What follows belongs to an exercise in optimizing a design on an open flow for small area; a production flow would make more cautious choices. RTL that was checked went through simulation tests only; none was proved equivalent to the original. Power and IR drop assume default switching activity.

Setup of amber:
==> module A2D_intf, before the edit <==
module A2D_intf(cnv_cmplt, res, a2d_SS_n, SCLK, MOSI, clk, rst_n, strt_cnv, chnnl, MISO);
output logic cnv_cmplt, a2d_SS_n, SCLK, MOSI;
output logic [11:0] res;
input logic clk, rst_n, strt_cnv, MISO;
input logic [2:0] chnnl;
logic [10:0] cnt;
logic [15:0] shft_reg;
wire idle = cnt[10] & cnt[9];
wire last = cnt[10] & ~cnt[9];
wire fin  = last & cnt[1] & cnt[0];
wire shift = (cnt[4:0] == 5'd30);
wire [10:0] cnt_inc;
inc #(11) iINC(.s(cnt_inc), .a(cnt), .ci(1'b1));
assign a2d_SS_n = idle ? ~strt_cnv : fin;
assign SCLK = cnt[4];
wire [3:0] nsh = cnt_inc[8:5];	 
wire cmd_phase = ~idle & ~cnt_inc[10] & ~cnt_inc[9];
wire cmd_bit = ((nsh == 4'd2) & chnnl[2]) | ((nsh == 4'd3) & chnnl[1]) | ((nsh == 4'd4) & chnnl[0]);
assign MOSI = cmd_phase ? cmd_bit : shft_reg[15];
assign res = ~shft_reg[11:0];
always @(posedge clk, negedge rst_n)
	if (!rst_n)
		cnt <= 11'h7ff;
	else if (a2d_SS_n)
		cnt <= 11'h7ff;
	else
		cnt <= cnt_inc;
always @(posedge clk, negedge rst_n)
	if (!rst_n)
		shft_reg[15] <= 1'b0;
	else if (shift)
		shft_reg[15] <= shft_reg[14];
always @(posedge clk)
	if (shift)
		shft_reg[14:0] <= {shft_reg[13:0], MISO};
always @(posedge clk)
	if (strt_cnv)
		cnv_cmplt <= 1'b0;
	else if (fin)
		cnv_cmplt <= 1'b1;
endmodule
==> flow/config.mk <==
export PLATFORM = sky130hd
export DESIGN_NAME = Follower
export DESIGN_NICKNAME = Follower
export VERILOG_FILES = /design/flow/design.v
export SDC_FILE = /design/flow/constraint.sdc
export NUM_CORES = 4
export LEC_CHECK = 0
export CAP_MARGIN = 20
export CORE_MARGIN = 2
export CORE_UTILIZATION = 60
export PLACE_DENSITY = 0.8
export SLEW_MARGIN = 20
==> flow/constraint.sdc <==
create_clock -name core_clock -period 20.0 [get_ports {clk}]
set_input_delay 4.0000 -clock core_clock [delete_from_list [all_inputs] [get_ports {clk}]]
set_output_delay 4.0000 -clock core_clock [all_outputs]
set_load 0.01 [all_outputs]
standard.sh (not shown) runs the stock make flow with config.mk's settings and CLKGATE_MAP_FILE= SYNTH_SCRIPT=/design/flow/synth_recipe.tcl, a recipe that flattens the netlist after the stock synthesis.
==> flow/flow/run.sh <==
#!/bin/bash
# Layout flow: the standard flow (standard synthesis unchanged), with
#  - the port buffers made with the smallest buffer (buf_1) instead of the default,
#  - clock tree synthesis with clkbuf_8 leaf clusters of at most 16 sinks and no
#    dummy loads.
# Every tool's output goes to standard.log in this folder (ORFS also keeps its own
# per-step logs under orfs/logs).
set -o pipefail
CTS="-sink_clustering_enable -repair_clock_nets -sink_clustering_size 16 -sink_clustering_max_diameter 90 -buf_list sky130_fd_sc_hd__clkbuf_8 -dont_use_dummy_load"
bash standard.sh "BUFFER_PORTS_ARGS=-buffer_cell sky130_fd_sc_hd__buf_1" "CTS_ARGS=$CTS" finish > standard.log 2>&1
Input changes introduced in harbor (baseline for comparison: amber):
diff --git a/flow/design.v b/flow/design.v
--- a/flow/design.v
+++ b/flow/design.v
@@ -171,4 +171,5 @@
 wire last = cnt[10] & ~cnt[9];
 wire fin  = last & cnt[1] & cnt[0];
+wire start = idle & strt_cnv;
 wire shift = (cnt[4:0] == 5'd30);
 wire [10:0] cnt_inc;
@@ -176,8 +177,5 @@
 assign a2d_SS_n = idle ? ~strt_cnv : fin;
 assign SCLK = cnt[4];
-wire [3:0] nsh = cnt_inc[8:5];	 
-wire cmd_phase = ~idle & ~cnt_inc[10] & ~cnt_inc[9];
-wire cmd_bit = ((nsh == 4'd2) & chnnl[2]) | ((nsh == 4'd3) & chnnl[1]) | ((nsh == 4'd4) & chnnl[0]);
-assign MOSI = cmd_phase ? cmd_bit : shft_reg[15];
+assign MOSI = shft_reg[15];
 assign res = ~shft_reg[11:0];
 always @(posedge clk, negedge rst_n)
@@ -191,8 +189,12 @@
 	if (!rst_n)
 		shft_reg[15] <= 1'b0;
+	else if (start)
+		shft_reg[15] <= 1'b0;
 	else if (shift)
 		shft_reg[15] <= shft_reg[14];
 always @(posedge clk)
-	if (shift)
+	if (start)
+		shft_reg[14:0] <= {1'b0, chnnl, 11'h000};
+	else if (shift)
 		shft_reg[14:0] <= {shft_reg[13:0], MISO};
 always @(posedge clk)
==> comparison <==
- Against amber, harbor comes in 1.8 points higher on part of the total power dissipated in combinational logic.
- [compare] base=amber new=harbor: wire length per cell increased by 3.7% relative to the old numbers; cell area after layout went down by about 0.4%; critical path depth shows no meaningful change; core utilization fell by 0.25 points.
- harbor against amber; total wirelength of the detailed-routed design is up by a few percent.
- Per the comparison of harbor with amber, final cell count went up by about 3%; met2 global-route usage went up; layout overhead on the synthesized area dropped 0.30 points.
- Between harbor and amber, it is harbor whose number of enable flip-flop cells after synthesis is lower, by 18%.
- In the reports for amber and harbor, the larger multi-input gate share of total cell area belongs to harbor.
No functional check of the RTL was part of amber.

* * *

## maple
Follower, a different RTL version from the one above (not shown whole).
For scale: about 1100 cells after synthesis, about 250 flip-flops, about 27 I/O pins, about 12000 um2 of cells after synthesis.
==> module motion, before the edit <==
module motion(addr, strt_cnv, lft, rht, IR_out_en, IR_mid_en, IR_in_en, res, cnv_cmplt, go, pwm_cnt, clk, rst_n);
output reg [10:0] lft, rht;
output [2:0] addr;
output strt_cnv, IR_out_en, IR_mid_en, IR_in_en;
input [11:0] res;
input [9:0] pwm_cnt;
input cnv_cmplt, go, clk, rst_n;
localparam IDLE = 3'd0, TW = 3'd1, CW = 3'd2, CI = 3'd3, CALC = 3'd4;
reg [2:0] state;
reg [12:0] tmr;
reg [2:0] chnnl;
reg [1:0] itg_cnt;
reg [10:0] Fwd;
reg [15:0] Accum;
reg [11:0] Intgrl;
reg [13:0] Error;
wire s_idle = (state == IDLE);
wire s_tw   = (state == TW);
wire s_cw   = (state == CW);
wire s_ci   = (state == CI);
wire s_calc = state[2];
wire ch5 = chnnl[2] & chnnl[0];
wire cnv_done = s_cw & cnv_cmplt;
wire itg = s_ci & (&itg_cnt);
wire [12:0] tmr_nxt = {tmr[11:0], ~(tmr[12] ^ tmr[10] ^ tmr[8] ^ tmr[7])};
wire tmr32   = ((tmr & 13'h285) == 13'h081);
wire tmr4096 = ((tmr & 13'hdff) == 13'h05a);
wire [7:0] tk = {tmr[6] & ~tmr[7], tmr[5] & ~tmr[6], tmr[4] & ~tmr[5], tmr[3] & ~tmr[4],
                 tmr[2] & ~tmr[3], tmr[1] & ~tmr[2], tmr[0] & ~tmr[1], ~tmr[0]};
assign strt_cnv = s_tw & (chnnl[0] ? tmr32 : tmr4096);
wire [15:0] sum;
wire [11:0] sat;
wire [9:0] ic;
wire t0 = s_calc & tk[0];
wire t1 = s_calc & tk[1];
wire tF = s_calc & (tk[4] | tk[6]);	 
wire tR = s_calc & (tk[5] | tk[7]);	 
wire t45 = s_calc & tmr[3] & ~tmr[5];	 
wire [11:0] E = Error[11:0];
wire [15:0] opA = ({16{s_cw | t1 | tR}} & Accum) |
                  ({16{s_ci}} & {{4{Intgrl[11]}}, Intgrl}) |
                  ({16{tF}} & {5'b0, Fwd}) |
                  ({16{t0}} & {{1{E[11]}}, E, 3'b000});
wire [13:0] res_sc = chnnl[2] ? {res, 2'b00} : chnnl[1] ? {1'b0, res, 1'b0} : {2'b00, res};
wire [15:0] opB = ({16{s_cw}} & {2'b00, res_sc}) |
                  ({16{s_ci}} & {{8{E[11]}}, E[11:4]}) |
                  ({16{t0}} & {{4{E[11]}}, E}) |
                  ({16{t1}} & {{10{E[11]}}, E[11:6]}) |
                  ({16{tF}} & {{2{Error[13]}}, Error}) |
                  ({16{tR}} & {{6{ic[9]}}, ic});
wire inv = (s_cw & chnnl[0]) | t0 | t1 | t45;
wire cin = (s_cw & chnnl[0]) | t0 | (t1 & ~|E[5:0]) | t45;
alu iALU(.sum(sum), .sat(sat), .ic(ic), .a(opA), .b(opB), .inv(inv), .cin(cin), .intgrl(Intgrl));
wire PWM_sig = ~pwm_cnt[7] | (~|pwm_cnt[6:4] & ~(pwm_cnt[3] & pwm_cnt[2] & (pwm_cnt[1] | pwm_cnt[0])));
always @(posedge clk, negedge rst_n)
	if (!rst_n)
		state <= IDLE;
	else case (state)
		IDLE: if (go) state <= TW;
		TW:   if (strt_cnv) state <= CW;
		CW:   if (cnv_cmplt) state <= ch5 ? CI : TW;
		CI:   state <= CALC;
		default: if (tk[7]) state <= IDLE;
	endcase
always @(posedge clk)
	if (s_idle | s_ci | (cnv_done & ~chnnl[0]))
		tmr <= 13'h0;
	else
		tmr <= tmr_nxt;
always @(posedge clk, negedge rst_n)
	if (!rst_n)
		chnnl <= 3'h0;
	else if (s_idle & go)
		chnnl <= 3'h0;
	else if (cnv_done & ~ch5)
		chnnl <= chnnl + 1'b1;
always @(posedge clk, negedge rst_n)
	if (!rst_n)
		itg_cnt <= 2'b00;
	else if (s_calc & tk[7])
		itg_cnt <= itg_cnt + 1'b1;
wire [10:0] Fwd_inc;
inc #(11) iFWD(.s(Fwd_inc), .a(Fwd), .ci(itg & ~&Fwd[10:8]));
always @(posedge clk)
	if (~go)
		Fwd <= 11'h000;
	else
		Fwd <= Fwd_inc;
always @(posedge clk)
	if (s_idle | cnv_done | t0 | tF)
		Accum <= sum;
always @(posedge clk)
	if (cnv_done & ch5)
		Error <= {{2{sat[11]}}, sat};
	else if (t1)
		Error <= sum[14:1];
always @(posedge clk, negedge rst_n)
	if (!rst_n)
		Intgrl <= 12'h000;
	else if (itg)
		Intgrl <= sat;
wire [10:0] drv = sat[11:1];
wire [9:0] drv_mag;
inc #(10) iMAG(.s(drv_mag), .a(drv[9:0] ^ {10{drv[10]}}), .ci(drv[10]));
wire [10:0] drv_sm = {drv[10], drv_mag};
always @(posedge clk, negedge rst_n)
	if (!rst_n)
		rht <= 11'h000;
	else if (!go)
		rht <= 11'h000;
	else if (s_calc & tk[5])
		rht <= drv_sm;
always @(posedge clk, negedge rst_n)
	if (!rst_n)
		lft <= 11'h000;
	else if (!go)
		lft <= 11'h000;
	else if (s_calc & tk[7])
		lft <= drv_sm;
assign addr = (chnnl == 3'b000) ? 3'b001:
              (chnnl == 3'b001) ? 3'b000:
              (chnnl == 3'b010) ? 3'b100:
              (chnnl == 3'b011) ? 3'b010:
              (chnnl == 3'b100) ? 3'b011:
              3'b111;
wire IR_en = (s_idle & go) | s_tw | (s_cw & ~(chnnl[0] & cnv_cmplt));
assign IR_in_en  = IR_en & ~chnnl[2] & ~chnnl[1] & PWM_sig;
assign IR_mid_en = IR_en & ~chnnl[2] &  chnnl[1] & PWM_sig;
assign IR_out_en = IR_en &  chnnl[2] & PWM_sig;
endmodule
==> flow/config.mk <==
export PLATFORM = sky130hd
export DESIGN_NAME = Follower
export DESIGN_NICKNAME = Follower
export VERILOG_FILES = /design/flow/design.v
export SDC_FILE = /design/flow/constraint.sdc
export NUM_CORES = 4
export LEC_CHECK = 0
export CAP_MARGIN = 20
export CORE_MARGIN = 2
export CORE_UTILIZATION = 40
export CTS_CLUSTER_DIAMETER = 100
export CTS_CLUSTER_SIZE = 20
export SLEW_MARGIN = 20
==> flow/constraint.sdc <==
create_clock -name core_clock -period 20.0 [get_ports {clk}]
set_input_delay 4.0000 -clock core_clock [delete_from_list [all_inputs] [get_ports {clk}]]
set_output_delay 4.0000 -clock core_clock [all_outputs]
set_load 0.01 [all_outputs]
run.sh (not shown) runs the stock make flow with config.mk's settings and CLKGATE_MAP_FILE= SYNTH_SCRIPT=/design/flow/synth_recipe.tcl, a recipe that flattens the netlist after the stock synthesis.
Stock flow here: none of the scripts above is used.
> inputs changed (maple -> onyx)
--- a/flow/design.v
+++ b/flow/design.v
@@ -277,22 +277,21 @@
 wire t0 = s_calc & tk[0];
 wire t1 = s_calc & tk[1];
 wire tF = s_calc & (tk[4] | tk[6]);	 
 wire tR = s_calc & (tk[5] | tk[7]);	 
 wire t45 = s_calc & tmr[3] & ~tmr[5];	 
 wire [11:0] E = Error[11:0];
-wire [15:0] opA = ({16{s_cw | t1 | tR}} & Accum) |
+wire [15:0] opA = ({16{s_tw | s_cw | t1 | tR}} & Accum) |
                   ({16{s_ci}} & {{4{Intgrl[11]}}, Intgrl}) |
                   ({16{tF}} & {5'b0, Fwd}) |
                   ({16{t0}} & {{1{E[11]}}, E, 3'b000});
 wire [13:0] res_sc = chnnl[2] ? {res, 2'b00} : chnnl[1] ? {1'b0, res, 1'b0} : {2'b00, res};
-wire [15:0] opB = ({16{s_cw}} & {2'b00, res_sc}) |
+wire [15:0] opB = ({16{cnv_done}} & {2'b00, res_sc}) |
                   ({16{s_ci}} & {{8{E[11]}}, E[11:4]}) |
-                  ({16{t0}} & {{4{E[11]}}, E}) |
                   ({16{t1}} & {{10{E[11]}}, E[11:6]}) |
-                  ({16{tF}} & {{2{Error[13]}}, Error}) |
+                  ({16{t0 | tF}} & {{2{Error[13]}}, Error}) |	 
                   ({16{tR}} & {{6{ic[9]}}, ic});
 wire inv = (s_cw & chnnl[0]) | t0 | t1 | t45;
 wire cin = (s_cw & chnnl[0]) | t0 | (t1 & ~|E[5:0]) | t45;
 alu iALU(.sum(sum), .sat(sat), .ic(ic), .a(opA), .b(opB), .inv(inv), .cin(cin), .intgrl(Intgrl));
 wire PWM_sig = ~pwm_cnt[7] | (~|pwm_cnt[6:4] & ~(pwm_cnt[3] & pwm_cnt[2] & (pwm_cnt[1] | pwm_cnt[0])));
 always @(posedge clk, negedge rst_n)
@@ -327,14 +326,13 @@
 always @(posedge clk)
 	if (~go)
 		Fwd <= 11'h000;
 	else
 		Fwd <= Fwd_inc;
 always @(posedge clk)
-	if (s_idle | cnv_done | t0 | tF)
-		Accum <= sum;
+	Accum <= sum;
 always @(posedge clk)
 	if (cnv_done & ch5)
 		Error <= {{2{sat[11]}}, sat};
 	else if (t1)
 		Error <= sum[14:1];
 always @(posedge clk, negedge rst_n)
==> run summary <==
- From maple to onyx the numbers moved as follows: leakage power shrank by 0.080 nW, relative slew slack went up 3.3 points.
- Compared with maple, in onyx detailed-route wire length on metal 1 lost 6.3%; starting density of the core increased 0.41 points.
- onyx vs. maple: area fraction in and, or, nand and nor cells after synthesis decreased by 0.72 points relative to the old numbers, horizontal die dimension decreased by about 0.66% relative to the old numbers, final worst hold slack closely matched the old numbers, actual transition at the worst max-transition pin decreased by 0.050 ns relative to the old numbers.
- The lower die area came out of onyx.
- As of onyx, final area had fallen slightly compared to maple.
For maple, only the layout was checked, not whether the RTL still works.
